Background: an optimization exercise with open tools, aiming at small area and a short achievable clock period. Do not read the settings as production practice.
At most, simulation tests tie the RTL to the original design; equivalence was not proved.

## fir_direct_nom
module fir_direct_nom (
    input              clk,
    input              rst,
    input  signed [4:0] in,
    output signed [4:0] out,
    input  [249:0]     tap_coeffs
);
logic [48:0][4:0] sr;     
logic [133:0] ra, ra_d;  
logic [10:0] sum_q;     
logic v1, v2;              
wire [10:0] sum_a, sum_b, sum;
wire n1;
wire n2;
wire n3;
wire n4;
wire n5;
wire n6;
wire n7;
wire n8;
wire n9;
wire n10;
wire n11;
wire n12;
wire n13;
wire n14;
wire n15;
wire n16;
wire n17;
wire n18;
wire n19;
wire n20;
wire n21;
wire n22;
wire n23;
wire n24;
wire n25;
wire n26;
wire n27;
wire n28;
wire n29;
wire n30;
wire n31;
wire n32;
wire n33;
wire n34;
wire n35;
wire n36;
wire n37;
wire n38;
wire n39;
wire n40;
wire n41;
wire n42;
wire n43;
wire n44;
wire n45;
wire n46;
wire n47;
wire n48;
wire n49;
wire n50;
wire n51;
wire n52;
wire n53;
wire n54;
wire n55;
wire n56;
wire n57;
wire n58;
wire n59;
wire n60;
wire n61;
wire n62;
wire n63;
wire n64;
wire n65;
wire n66;
wire n67;
wire n68;
wire n69;
wire n70;
wire n71;
wire n72;
wire n73;
wire n74;
wire n75;
wire n76;
wire n77;
wire n78;
wire n79;
wire n80;
wire n81;
wire n82;
wire n83;
wire n84;
wire n85;
wire n86;
wire n87;
wire n88;
wire n89;
wire n90;
wire n91;
wire n92;
wire n93;
wire n94;
wire n95;
wire n96;
wire n97;
wire n98;
wire n99;
wire n100;
wire n101;
wire n102;
wire n103;
wire n104;
wire n105;
wire n106;
wire n107;
wire n108;
wire n109;
wire n110;
wire n111;
wire n112;
wire n113;
wire n114;
wire n115;
wire n116;
wire n117;
wire n118;
wire n119;
wire n120;
wire n121;
wire n122;
wire n123;
wire n124;
wire n125;
wire n126;
wire n127;
wire n128;
wire n129;
wire n130;
wire n131;
wire n132;
wire n133;
wire n134;
wire n135;
wire n136;
wire n137;
wire n138;
wire n139;
wire n140;
wire n141;
wire n142;
wire n143;
wire n144;
wire n145;
wire n146;
wire n147;
wire n148;
wire n149;
wire n150;
wire n151;
wire n152;
wire n153;
wire n154;
wire n155;
wire n156;
wire n157;
wire n158;
wire n159;
wire n160;
wire n161;
wire n162;
wire n163;
wire n164;
wire n165;
wire n166;
wire n167;
wire n168;
wire n169;
wire n170;
wire n171;
wire n172;
wire n173;
wire n174;
  ...
export LEC_CHECK = 0
export CAP_MARGIN = 20
export CORE_MARGIN = 2
export CORE_UTILIZATION = 40
export SLEW_MARGIN = 20
export SYNTH_HIERARCHICAL = 1
export SYNTH_MINIMUM_KEEP_SIZE = 0
create_clock -name core_clock -period 12.0 [get_ports {clk}]
standard.sh (not shown) runs the stock make flow with config.mk's settings and CLKGATE_MAP_FILE= SYNTH_SCRIPT=/design/flow/synth_recipe.tcl, a recipe that flattens the netlist after the stock synthesis.
==> flow/flow/run.sh <==
#!/bin/bash
# Standard ORFS layout; only the port buffers are plain buf cells instead of
# the default delay buffers.
set -e
export BUFFER_PORTS_ARGS="-buffer_cell sky130_fd_sc_hd__buf_2"
bash standard.sh > standard.log 2>&1
Change:
==> flow/run.sh (new file) <==
#!/bin/bash
# synth_recipe.tcl (not shown) runs the flow's synth.tcl, then flattens the netlist and writes it again
# the make line also repeats each setting of config.mk as NAME=value (left out here)
make -C /OpenROAD-flow-scripts/flow DESIGN_CONFIG=/design/flow/config.mk WORK_HOME=/design/flow/orfs CLKGATE_MAP_FILE= SYNTH_SCRIPT=/design/flow/synth_recipe.tcl finish
removed: flow/flow/run.sh
removed: flow/standard.sh
Die area stays the same.
Routed wire length is about the same.
Design area rose by a few percent.


fir_direct_nom, a different RTL version from the one above (not shown whole).
Size in the first run: roughly 3000 cells after synthesis, ~420 flip-flops, ~0.038 mm² of cells after synthesis.
Design fir_direct_nom, start of the top module:
module fir_direct_nom (
    input              clk,
    input              rst,
    input  signed [4:0] in,
    output signed [4:0] out,
    input  [249:0]     tap_coeffs
);
logic [48:0][4:0] sr;     
logic [159:0] ra, ra_d;  
logic [10:0] sum_q;     
logic v1, v2;              
wire [10:0] sum_a, sum_b, sum;
wire n1;
wire n2;
wire n3;
wire n4;
wire n5;
wire n6;
wire n7;
wire n8;
wire n9;
wire n10;
wire n11;
wire n12;
wire n13;
wire n14;
wire n15;
wire n16;
wire n17;
wire n18;
wire n19;
wire n20;
wire n21;
wire n22;
wire n23;
wire n24;
wire n25;
wire n26;
wire n27;
wire n28;
wire n29;
wire n30;
wire n31;
wire n32;
wire n33;
wire n34;
wire n35;
wire n36;
wire n37;
wire n38;
wire n39;
wire n40;
wire n41;
wire n42;
wire n43;
wire n44;
wire n45;
wire n46;
wire n47;
wire n48;
wire n49;
wire n50;
wire n51;
wire n52;
wire n53;
wire n54;
wire n55;
wire n56;
wire n57;
wire n58;
wire n59;
wire n60;
wire n61;
wire n62;
wire n63;
wire n64;
wire n65;
wire n66;
wire n67;
wire n68;
wire n69;
wire n70;
wire n71;
wire n72;
wire n73;
wire n74;
wire n75;
wire n76;
wire n77;
wire n78;
wire n79;
wire n80;
wire n81;
wire n82;
wire n83;
wire n84;
wire n85;
wire n86;
wire n87;
wire n88;
wire n89;
wire n90;
wire n91;
wire n92;
wire n93;
wire n94;
wire n95;
wire n96;
wire n97;
wire n98;
wire n99;
wire n100;
wire n101;
wire n102;
wire n103;
wire n104;
wire n105;
wire n106;
wire n107;
wire n108;
wire n109;
wire n110;
wire n111;
wire n112;
wire n113;
wire n114;
wire n115;
wire n116;
wire n117;
wire n118;
wire n119;
wire n120;
wire n121;
wire n122;
wire n123;
wire n124;
wire n125;
wire n126;
wire n127;
wire n128;
wire n129;
wire n130;
wire n131;
wire n132;
wire n133;
wire n134;
wire n135;
wire n136;
wire n137;
wire n138;
wire n139;
wire n140;
wire n141;
wire n142;
wire n143;
wire n144;
wire n145;
wire n146;
wire n147;
wire n148;
wire n149;
wire n150;
wire n151;
wire n152;
wire n153;
wire n154;
wire n155;
wire n156;
wire n157;
wire n158;
wire n159;
wire n160;
wire n161;
wire n162;
wire n163;
wire n164;
wire n165;
wire n166;
wire n167;
wire n168;
wire n169;
wire n170;
wire n171;
wire n172;
wire n173;
wire n174;
wire n175;
wire n176;
wire n177;
wire n178;
wire n179;
wire n180;
  ...
export LEC_CHECK = 0
export CAP_MARGIN = 20
export CORE_MARGIN = 2
export CORE_UTILIZATION = 40
export SLEW_MARGIN = 20
export SYNTH_HIERARCHICAL = 1
export SYNTH_MINIMUM_KEEP_SIZE = 0
create_clock -name core_clock -period 12.0 [get_ports {clk}]
==> flow/flow/run.sh <==
#!/bin/bash
# Standard ORFS layout; only the port buffers are plain buf cells instead of
# the default delay buffers.
set -e
export BUFFER_PORTS_ARGS="-buffer_cell sky130_fd_sc_hd__buf_2"
bash standard.sh > standard.log 2>&1
The first run completed with no timing, DRC or antenna violations.
Next try:
==> flow/flow/run.sh (replaced) <==
#!/bin/bash
# Standard ORFS layout with plain buf_2 port buffers; timing repair aims at
# a setup slack margin so the resizer works on the critical paths.
set -e
export BUFFER_PORTS_ARGS="-buffer_cell sky130_fd_sc_hd__buf_2"
export SETUP_SLACK_MARGIN=${MARGIN:-6.9}
bash standard.sh > standard.log 2>&1
After rerunning: Final area increases by about 0.7%; sequential cell count stays the same; non-clock buffer count increases by 4; clock-buffer cell count increases by 1; sequential share of layout area decreases by 0.16 points; wire length increases by 2.7%.
Next try:
==> flow/flow/run.sh (replaced) <==
#!/bin/bash
# ORFS layout (the standard.sh) in three calls:
#  1. synthesis to placement as standard, with plain buf_2 port buffers;
#  2. CTS and 3. routing to finish, with timing repair aimed at a setup
#     slack margin and at the worst paths only.
set -e
export BUFFER_PORTS_ARGS="-buffer_cell sky130_fd_sc_hd__buf_2"
bash standard.sh synth floorplan place > standard_place.log 2>&1
export SETUP_SLACK_MARGIN=7.4
export TNS_END_PERCENT=0
bash standard.sh cts > standard_cts.log 2>&1
bash standard.sh > standard_finish.log 2>&1
Effect:
- maximum frequency hardly moves
- cell area hardly moves
- final cell count stays the same
- sequential cell count does not change
- core utilization fell by 0.13 points
- first-iteration DRC count rose by 0.36%
- die area does not change
No run of this note included a check of the RTL's function; only the layout flow was run.


try-willow:
Another version of the RTL of fir_direct_nom (not shown whole).
For scale: roughly 2,900 cells after synthesis, roughly 260 I/O pins.
==> flow/config.mk <==
export PLATFORM = sky130hd
export DESIGN_NAME = fir_direct_nom
export DESIGN_NICKNAME = fir_direct_nom
export VERILOG_FILES = /design/flow/design.v
export SDC_FILE = /design/flow/constraint.sdc
export NUM_CORES = 4
export LEC_CHECK = 0
export CAP_MARGIN = 20
export CORE_MARGIN = 2
export CORE_UTILIZATION = 55
export CTS_BUF_LIST = sky130_fd_sc_hd__clkbuf_8
export CTS_CLUSTER_DIAMETER = 50
export CTS_CLUSTER_SIZE = 16
export SLEW_MARGIN = 20
export SYNTH_HIERARCHICAL = 1
export SYNTH_MINIMUM_KEEP_SIZE = 0
==> flow/constraint.sdc <==
create_clock -name core_clock -period 12.0 [get_ports {clk}]
set_input_delay 2.4000 -clock core_clock [delete_from_list [all_inputs] [get_ports {clk}]]
set_output_delay 2.4000 -clock core_clock [all_outputs]
set_load 0.01 [all_outputs]
==> flow/flow/run.sh <==
#!/bin/bash
# ORFS layout (the standard.sh) in three calls:
#  1. synthesis to placement as standard, with plain buf_2 port buffers;
#  2. CTS and 3. routing to finish, with timing repair aimed at a setup
#     slack margin and at the worst paths only.
set -e
export BUFFER_PORTS_ARGS="-buffer_cell sky130_fd_sc_hd__buf_2"
bash standard.sh synth floorplan place > standard_place.log 2>&1
export SETUP_SLACK_MARGIN=7.4
export TNS_END_PERCENT=0
bash standard.sh cts > standard_cts.log 2>&1
bash standard.sh > standard_finish.log 2>&1
#### Input delta (try-harbor over try-willow)
- a change of CORE_UTILIZATION from 55 to 40
- a deleted CTS_CLUSTER_SIZE that had been 16
- a deleted CTS_CLUSTER_DIAMETER that had been 50
- a deleted CTS_BUF_LIST that had been sky130_fd_sc_hd__clkbuf_8
Notes after the runs:
- Relative to try-willow, the maximum frequency from static timing analysis measured on try-harbor has decreased slightly.
- Looking at maximum level of the CTS H-tree across try-willow and try-harbor, the one that comes out higher is try-willow.
- Cell area after layout deteriorates in try-harbor relative to try-willow.
- From try-willow to try-harbor, cell area after synthesis did not move at all.
- Against try-willow, try-harbor reports a die span in x that is higher.
- try-harbor: portion of the layout cell area used by clock cells higher than try-willow
- Side by side, least setup slack across all paths after layout turned out lower in try-harbor than in try-willow.
- Between try-willow and try-harbor, the final layout net count does not differ in any meaningful way.
Setup changes, try-harbor to try-onyx
- CTS_CLUSTER_SIZE newly set to 16
- CTS_CLUSTER_DIAMETER newly set to 50
- PLACE_DENSITY newly set to 0.7
- CTS_BUF_LIST newly set to sky130_fd_sc_hd__clkbuf_8
--- outcome ---
Changes observed in try-onyx relative to try-harbor: post-route clock period utilization now sits lower; HPWL after detailed placement now sits lower; area of the multi-input gates now sits lower.
[diff] worst hold slack, try-onyx relative to try-harbor: improvement
Of try-harbor and try-onyx, the run reporting the lower cell area was try-onyx.
Looking at first element of the critical path, the tap_coeffs[62] result is from try-onyx; the tap_coeffs[136] one comes from try-harbor.
Cells: try-onyx has more instances than try-harbor
Total length of routed wires (try-onyx vs. try-harbor) decreases slightly
Cmp try-onyx vs try-harbor: slack of the worst reg-to-reg path lower in try-onyx
#### Input delta (try-nickel over try-onyx)
- removing PLACE_DENSITY (formerly 0.7)
--- a/flow/flow/run.sh
+++ b/flow/flow/run.sh
@@ -7,5 +7,5 @@
 export BUFFER_PORTS_ARGS="-buffer_cell sky130_fd_sc_hd__buf_2"
 bash standard.sh synth floorplan place > standard_place.log 2>&1
-export SETUP_SLACK_MARGIN=7.4
+export SETUP_SLACK_MARGIN=7.1
 export TNS_END_PERCENT=0
 bash standard.sh cts > standard_cts.log 2>&1
==> comparison <==
- The final layouts of try-nickel and try-onyx pass the timing, DRC and antenna checks.
- | final worst-path cycle share | higher: try-nickel |
- try-onyx tops out at a higher clock frequency than try-nickel.
- The post-detailed-routing wire length in try-nickel sits 1200 um above the value recorded for try-onyx.
- try-onyx → try-nickel: count of buffers not belonging to the clock network in the layout shows a reduction of 4.
- Taking try-onyx as the reference, in try-nickel final area fell about 2.3%; utilization of the core after routing fell 1.1 points; worst slew slack as a fraction of its limit moved up.

## static timing again, ports no longer ideal
In the flow no input, the clock included, has a driving cell. The finished layouts below were timed again as built, in two steps.
Step 1: set_driving_cell puts a clkbuf_16 on clk and a buf_2 on each other input, an assumption about the parent block.
Step 2 moves the port delays by t, midway between the first and last clock arrival at a register: inputs arrive t later, outputs are due t later. That takes back most of the time a late clock gives input paths.
a / b / c = ideal / step 1 / step 2; a / b = the first two.
| run | t, ns | slack for setup (ns) | worst slew at a driven data input, ns | pins driven straight from the clock port |
|---|---|---|---|---|
| the first run of note 1 | 0.681 | 6.575 / 6.627 / 5.946 | 0.10 | 1 |
| the second run of note 1 | 0.693 | 6.117 / 6.171 / 5.478 | 0.09 | 1 |
| the first run of note 2 | 0.686 | 6.534 / 6.534 / 6.201 | 0.09 | 1 |
| the second run of note 2 | 0.700 | 6.938 / 6.938 / 6.317 | 0.08 | 1 |
| the third run of note 2 | 0.689 | 6.943 / 6.959 / 6.305 | 0.10 | 1 |
| try-willow | 0.738 | 7.210 / 7.245 / 6.507 | 0.07 | 1 |
| try-harbor | 0.684 | 7.135 / 7.174 / 6.490 | 0.08 | 1 |
| try-onyx | 0.760 | 7.232 / 7.214 / 6.454 | 0.10 | 1 |
| try-nickel | 0.752 | 7.094 / 7.111 / 6.359 | 0.09 | 1 |
After both steps setup and hold are still met in every run listed. The setup slack of try-onyx, which loses most, moves by -0.018 ns with the drivers and by -0.778 ns with both steps.
